What follows belongs to an exercise in optimizing a design on an open flow for small area; a production flow would make more cautious choices.
In this exercise RTL edits were held to simulation tests only and were not proved equivalent to the original.
The clock port is modelled as an ideal driver, which makes a skipped or thinned clock tree look cheaper than it is; a real chip needs a root buffer or a tree.
Power is estimated from default activity; no workload was simulated.

==> flow/design.v <==
`timescale 1ns / 1ps
module matrix (
	input clk, rst,          
	input enable,
	input [3:0] in,          
	input [3:0] row,
	output buzzer,
	output [3:0] col,
	output [3:0] ctrl,
	output [7:0] segment
);
reg a0, a1, a2;
reg [2:0] c;
reg [9:0] h;
wire m4_0 = ~a1 & ~a0;
wire m4_2 = a1 & a0;
wire m4_3 = a1 & ~a0;
wire m5_4 = c[2] & ~c[1];
wire tick_disp = ~a2 & m4_3 & m5_4;
wire h_wrap = &h[9:5] & &h[2:0];
wire notstarted = &h[9:5] & h[3];
wire tick_sec = a2 & m4_3 & m5_4 & (h == 10'd499);
always @(posedge clk) begin
	if (rst) begin
		a0 <= 1'b0; a1 <= 1'b0; a2 <= 1'b0;
		c <= 3'b000;
		h <= 10'd1023;
	end
	else begin
		a0 <= ~a1;
		a1 <= a0;
		a2 <= a2 ^ m4_3;
		c <= {c[1:0], ~(c[2] | c[1])};
		if (tick_disp) begin
			if (h_wrap) h <= 10'd0;
			else h <= h + 10'd1;
		end
	end
end
wire [1:0] cidx = {a1, a1 ^ a0};
assign col = 4'b0001 << cidx;
reg [3:0] val;
always @(posedge clk) begin
	if (rst) val <= 4'h0;
	else if (row[0]) val <= {2'd0, cidx};
	else if (row[1]) val <= {2'd1, cidx};
	else if (row[2]) val <= {2'd2, cidx};
	else if (row[3]) val <= {2'd3, cidx};
end
reg [3:0] s0, s1, s2, s3;
reg buz, count;
reg decw;       
reg borrow;     
wire ld_any = tick_sec & ~enable;
wire ld0 = ld_any & (in == 4'b0001);
wire ld1 = ld_any & (in == 4'b0010);
wire ld2 = ld_any & (in == 4'b0100);
wire ld3 = ld_any & (in == 4'b1000);
wire arm = ld_any & ~(ld0 | ld1 | ld2 | ld3);
wire dec = tick_sec & enable & count;
wire zero = ({s3, s2, s1, s0} == 16'h0001);
wire active = dec | decw;
wire bin = dec | borrow;
wire [3:0] x = s0 - {3'b000, bin};
wire bout = (x == 4'd15);
wire [3:0] nv = bout ? (m4_0 ? 4'd5 : 4'd9) : x;
always @(posedge clk) begin
	s0 <= ld1 ? val : s1;
	s1 <= ld2 ? val : s2;
	s2 <= ld3 ? val : s3;
	if (notstarted) s3 <= 4'd0;
	else if (ld0) s3 <= val;
	else if (active) s3 <= nv;
	else s3 <= s0;
end
always @(posedge clk) begin
	decw <= dec | (decw & ~m4_2);
	borrow <= active & bout;
end
always @(posedge clk) begin
	if (rst) begin
		buz <= 1'b0;
		count <= 1'b0;
	end
	else if (arm) begin
		buz <= 1'b0;
		count <= 1'b1;
	end
	else if (dec & zero) begin
		buz <= 1'b1;
		count <= 1'b0;
	end
end
assign buzzer = buz;
reg [3:0] digit;
always @(*) begin
	case (h[1:0])
		2'b00: digit = s1;
		2'b01: digit = s2;
		2'b10: digit = s3;
		default: digit = s0;
	endcase
end
reg [3:0] sc;
always @(posedge clk) begin
	if (tick_disp && !(digit[3] && (digit[2] || digit[1]))) sc <= digit;
end
assign ctrl = notstarted ? 4'b1111 : ~(4'b0001 << h[1:0]);
wire w = sc[3], xx = sc[2], y = sc[1], z = sc[0];
wire sa = w | y | ~(xx ^ z);
wire sb = ~xx | ~(y ^ z);
wire sc_ = xx | ~y | z;
wire sd = w | (~xx & ~z) | (~xx & y) | (y & ~z) | (xx & ~y & z);
wire se = ~z & (~xx | y);
wire sf = w | (~y & ~z) | (xx & ~y) | (xx & ~z);
wire sg = w | (xx ^ y) | (y & ~z);
assign segment = notstarted ? 8'd0 : {sa, sb, sc_, sd, se, sf, sg, 1'b0};
endmodule
clock: 10.0 ns
lec_check: 0
abc_area: 1
cap_margin: 20
core_margin: 2
core_utilization: 40
slew_margin: 20
standard.sh (not shown) runs the stock make flow with config.mk's settings and CLKGATE_MAP_FILE= SYNTH_SCRIPT=/design/flow/synth_recipe.tcl, a recipe that flattens the netlist after the stock synthesis.
==> flow/flow/run.sh <==
#!/bin/bash
# Own layout flow: the standard ORFS flow (standard.sh), with these changes:
#  - synthesis maps with an area-oriented ABC script (flow/area.abc) and without
#    the adder-cell step; everything else in synthesis is ORFS's, unchanged, so the
#    registers are the standard synthesis's;
#  - the port buffers are buf_1 cells;
#  - the clock tree is built by flow/own_cts.tcl (a root buffer and three
#    leaf buffers) in place of TritonCTS; the rest of the CTS step is ORFS's.
# Each tool's output goes to the ORFS logs under orfs/logs/; make's to flow_make.log.
set -euo pipefail
W=$(pwd)
sed -e "s#log_cmd abc {\*}\$abc_args#set abc_args [list -script $W/flow/area.abc {*}\$lib_args {*}\$lib_dont_use_args]; log_cmd abc {*}\$abc_args#" \
	"$FLOW_HOME/scripts/synth.tcl" > "$W/own_synth.tcl"
grep -q "flow/area.abc" "$W/own_synth.tcl"
sed -e "s#source \$::env(SCRIPTS_DIR)/synth.tcl#source $W/own_synth.tcl#" \
	"$W/synth_recipe.tcl" > "$W/own_synth_recipe.tcl"
grep -q "own_synth.tcl" "$W/own_synth_recipe.tcl"
bash "$W/standard.sh" \
	SYNTH_SCRIPT="$W/own_synth_recipe.tcl" \
	ADDER_MAP_FILE= \
	BUFFER_PORTS_ARGS="-buffer_cell sky130_fd_sc_hd__buf_1" \
	PRE_CTS_TCL="$W/flow/own_cts.tcl" \
	finish > "$W/flow_make.log" 2>&1
Other scripts of this flow, unchanged in this note and not shown: flow/flow/area.abc, flow/flow/own_cts.tcl
Next try:
--- a/flow/design.v
+++ b/flow/design.v
@@ -66,14 +66,11 @@
 wire [3:0] nv = bout ? (m4_0 ? 4'd5 : 4'd9) : x;
 always @(posedge clk) begin
 	s0 <= ld1 ? val : s1;
 	s1 <= ld2 ? val : s2;
 	s2 <= ld3 ? val : s3;
-	if (notstarted) s3 <= 4'd0;
-	else if (ld0) s3 <= val;
-	else if (active) s3 <= nv;
-	else s3 <= s0;
+	s3 <= {4{~notstarted}} & (({4{ld0}} & val) | ({4{active}} & nv) | ({4{~ld0 & ~active}} & s0));
 end
 always @(posedge clk) begin
 	decw <= dec | (decw & ~m4_2);
 	borrow <= active & bout;
 end
@@ -90,22 +87,17 @@
 		buz <= 1'b1;
 		count <= 1'b0;
 	end
 end
 assign buzzer = buz;
-reg [3:0] digit;
-always @(*) begin
-	case (h[1:0])
-		2'b00: digit = s1;
-		2'b01: digit = s2;
-		2'b10: digit = s3;
-		default: digit = s0;
-	endcase
-end
+wire [3:0] sel = {h[1:0] == 2'b10, h[1:0] == 2'b01, h[1:0] == 2'b00, h[1:0] == 2'b11};
+wire [3:0] ok = {~(s3[3] & (s3[2] | s3[1])), ~(s2[3] & (s2[2] | s2[1])), ~(s1[3] & (s1[2] | s1[1])), ~(s0[3] & (s0[2] | s0[1]))};
+wire [3:0] digit = ({4{sel[0]}} & s0) | ({4{sel[1]}} & s1) | ({4{sel[2]}} & s2) | ({4{sel[3]}} & s3);
+wire ld_sc = tick_disp & |(sel & ok);
 reg [3:0] sc;
 always @(posedge clk) begin
-	if (tick_disp && !(digit[3] && (digit[2] || digit[1]))) sc <= digit;
+	if (ld_sc) sc <= digit;
 end
 assign ctrl = notstarted ? 4'b1111 : ~(4'b0001 << h[1:0]);
 wire w = sc[3], xx = sc[2], y = sc[1], z = sc[0];
 wire sa = w | y | ~(xx ^ z);
 wire sb = ~xx | ~(y ^ z);
Result: The new run passed the timing, DRC and antenna checks; core utilization goes down by 1.4 points; critical path depth decreases by 4; fmax goes up slightly; global-route usage climbs by 0.94 points; flip-flop and latch count is unchanged; final cell count grows slightly.
No run of this note takes its clock network from TritonCTS; it comes from the design's own scripts or RTL.

main:
// matrix: RTL as listed in full above, without the edits since
Settings: LEC_CHECK=0, ABC_AREA=1, CAP_MARGIN=20, CORE_MARGIN=2, CORE_UTILIZATION=40, SLEW_MARGIN=20; clock period 10.0 ns.
==> flow/flow/run.sh <==
#!/bin/bash
# Own layout flow: the standard ORFS flow (standard.sh), with these changes:
#  - synthesis maps with an area-oriented ABC script (flow/area.abc, run with
#    several seeds by flow/own_abc.tcl, keeping the smallest result) and without
#    the adder-cell step; everything else in synthesis is ORFS's, unchanged, so
#    the registers are the standard synthesis's;
#  - the port buffers are buf_1 cells;
#  - the clock tree is built by flow/own_cts.tcl (a root buffer and three
#    leaf buffers) in place of TritonCTS; the rest of the CTS step is ORFS's.
# Each tool's output goes to the ORFS logs under orfs/logs/; make's to flow_make.log.
set -euo pipefail
W=$(pwd)
sed -e "s#log_cmd abc {\*}\$abc_args#own_abc_best#" \
	"$FLOW_HOME/scripts/synth.tcl" > "$W/own_synth.tcl"
grep -q "own_abc_best" "$W/own_synth.tcl"
sed -e "s#source \$::env(SCRIPTS_DIR)/synth.tcl#source $W/flow/own_abc.tcl; source $W/own_synth.tcl#" \
	"$W/synth_recipe.tcl" > "$W/own_synth_recipe.tcl"
grep -q "own_synth.tcl" "$W/own_synth_recipe.tcl"
bash "$W/standard.sh" \
	SYNTH_SCRIPT="$W/own_synth_recipe.tcl" \
	ADDER_MAP_FILE= \
	BUFFER_PORTS_ARGS="-buffer_cell sky130_fd_sc_hd__buf_1" \
	PRE_CTS_TCL="$W/flow/own_cts.tcl" \
	finish > "$W/flow_make.log" 2>&1
Other scripts of this flow, unchanged in this note and not shown: flow/flow/area.abc, flow/flow/own_abc.tcl, flow/flow/own_cts.tcl
Relative to main, the following input files were edited for the feature branch:
--- a/flow/design.v
+++ b/flow/design.v
@@ -65,16 +65,13 @@
 wire bout = (x == 4'd15);
 wire [3:0] nv = bout ? (m4_0 ? 4'd5 : 4'd9) : x;
 always @(posedge clk) begin
 	s0 <= ld1 ? val : s1;
 	s1 <= ld2 ? val : s2;
 	s2 <= ld3 ? val : s3;
-	if (notstarted) s3 <= 4'd0;
-	else if (ld0) s3 <= val;
-	else if (active) s3 <= nv;
-	else s3 <= s0;
+	s3 <= {4{~notstarted}} & (({4{ld0}} & val) | ({4{active}} & nv) | ({4{~ld0 & ~active}} & s0));
 end
 always @(posedge clk) begin
 	decw <= dec | (decw & ~m4_2);
 	borrow <= active & bout;
 end
 always @(posedge clk) begin
@@ -89,24 +86,19 @@
 	else if (dec & zero) begin
 		buz <= 1'b1;
 		count <= 1'b0;
 	end
 end
 assign buzzer = buz;
-reg [3:0] digit;
-always @(*) begin
-	case (h[1:0])
-		2'b00: digit = s1;
-		2'b01: digit = s2;
-		2'b10: digit = s3;
-		default: digit = s0;
-	endcase
-end
+wire [3:0] sel = {h[1:0] == 2'b10, h[1:0] == 2'b01, h[1:0] == 2'b00, h[1:0] == 2'b11};
+wire [3:0] ok = {~(s3[3] & (s3[2] | s3[1])), ~(s2[3] & (s2[2] | s2[1])), ~(s1[3] & (s1[2] | s1[1])), ~(s0[3] & (s0[2] | s0[1]))};
+wire [3:0] digit = ({4{sel[0]}} & s0) | ({4{sel[1]}} & s1) | ({4{sel[2]}} & s2) | ({4{sel[3]}} & s3);
+wire ld_sc = tick_disp & |(sel & ok);
 reg [3:0] sc;
 always @(posedge clk) begin
-	if (tick_disp && !(digit[3] && (digit[2] || digit[1]))) sc <= digit;
+	if (ld_sc) sc <= digit;
 end
 assign ctrl = notstarted ? 4'b1111 : ~(4'b0001 << h[1:0]);
 wire w = sc[3], xx = sc[2], y = sc[1], z = sc[0];
 wire sa = w | y | ~(xx ^ z);
 wire sb = ~xx | ~(y ^ z);
 wire sc_ = xx | ~y | z;
Findings:
In the reports for the feature branch and main, the smaller power density of the placed cells belongs to main. Diff main..the feature branch | post-route core utilization | negligible. Relative to main, the routed wire length of the feature branch is lower by 1.0%. Achievable clock frequency went up slightly going from main to the feature branch. The feature branch against main: endpoint arrival time on the critical path lost 70 ps, post-route clock skew neither gained nor lost much. Combinational share of power: the feature branch > main. Per the comparison of the feature branch with main, fill cell instance count of the final layout went down by 2.3%, die area neither gained nor lost much, detail-routed net length per standard cell now sits lower.
In every run of this note, the design's own scripts or RTL, not TritonCTS, make the clock network.

-- what the ideal ports hide --
No port has a modelled driver above. Below, the same layouts with a new extraction and two added sets of constraints. Step 1 sets driving cells, clkbuf_16 on the clock port and buf_2 on the other inputs (assumed; they add their load-dependent delay and slew). Step 2 also shifts input and output timing later by t, the mid clock arrival at the registers, as if the neighbouring blocks saw the same clock. a / b / c = ideal ports / drivers / drivers and shift; a / b = the first two.
run | t (ns) | slack for setup (ns) | cell pins on the clock port's net
the first run of note 1 | 0.477 | 5.724 / 5.702 / 6.090 | 1
the second run of note 1 | 0.434 | 5.749 / 5.723 / 6.157 | 1
main | 0.192 | 6.078 / 6.035 / 6.227 | 3
the feature branch | 0.193 | 6.150 / 6.105 / 6.069 | 3
After both steps every run listed still meets setup and hold. The setup slack of the feature branch, which loses most, moves by -0.045 ns with the drivers and by -0.081 ns with both steps.
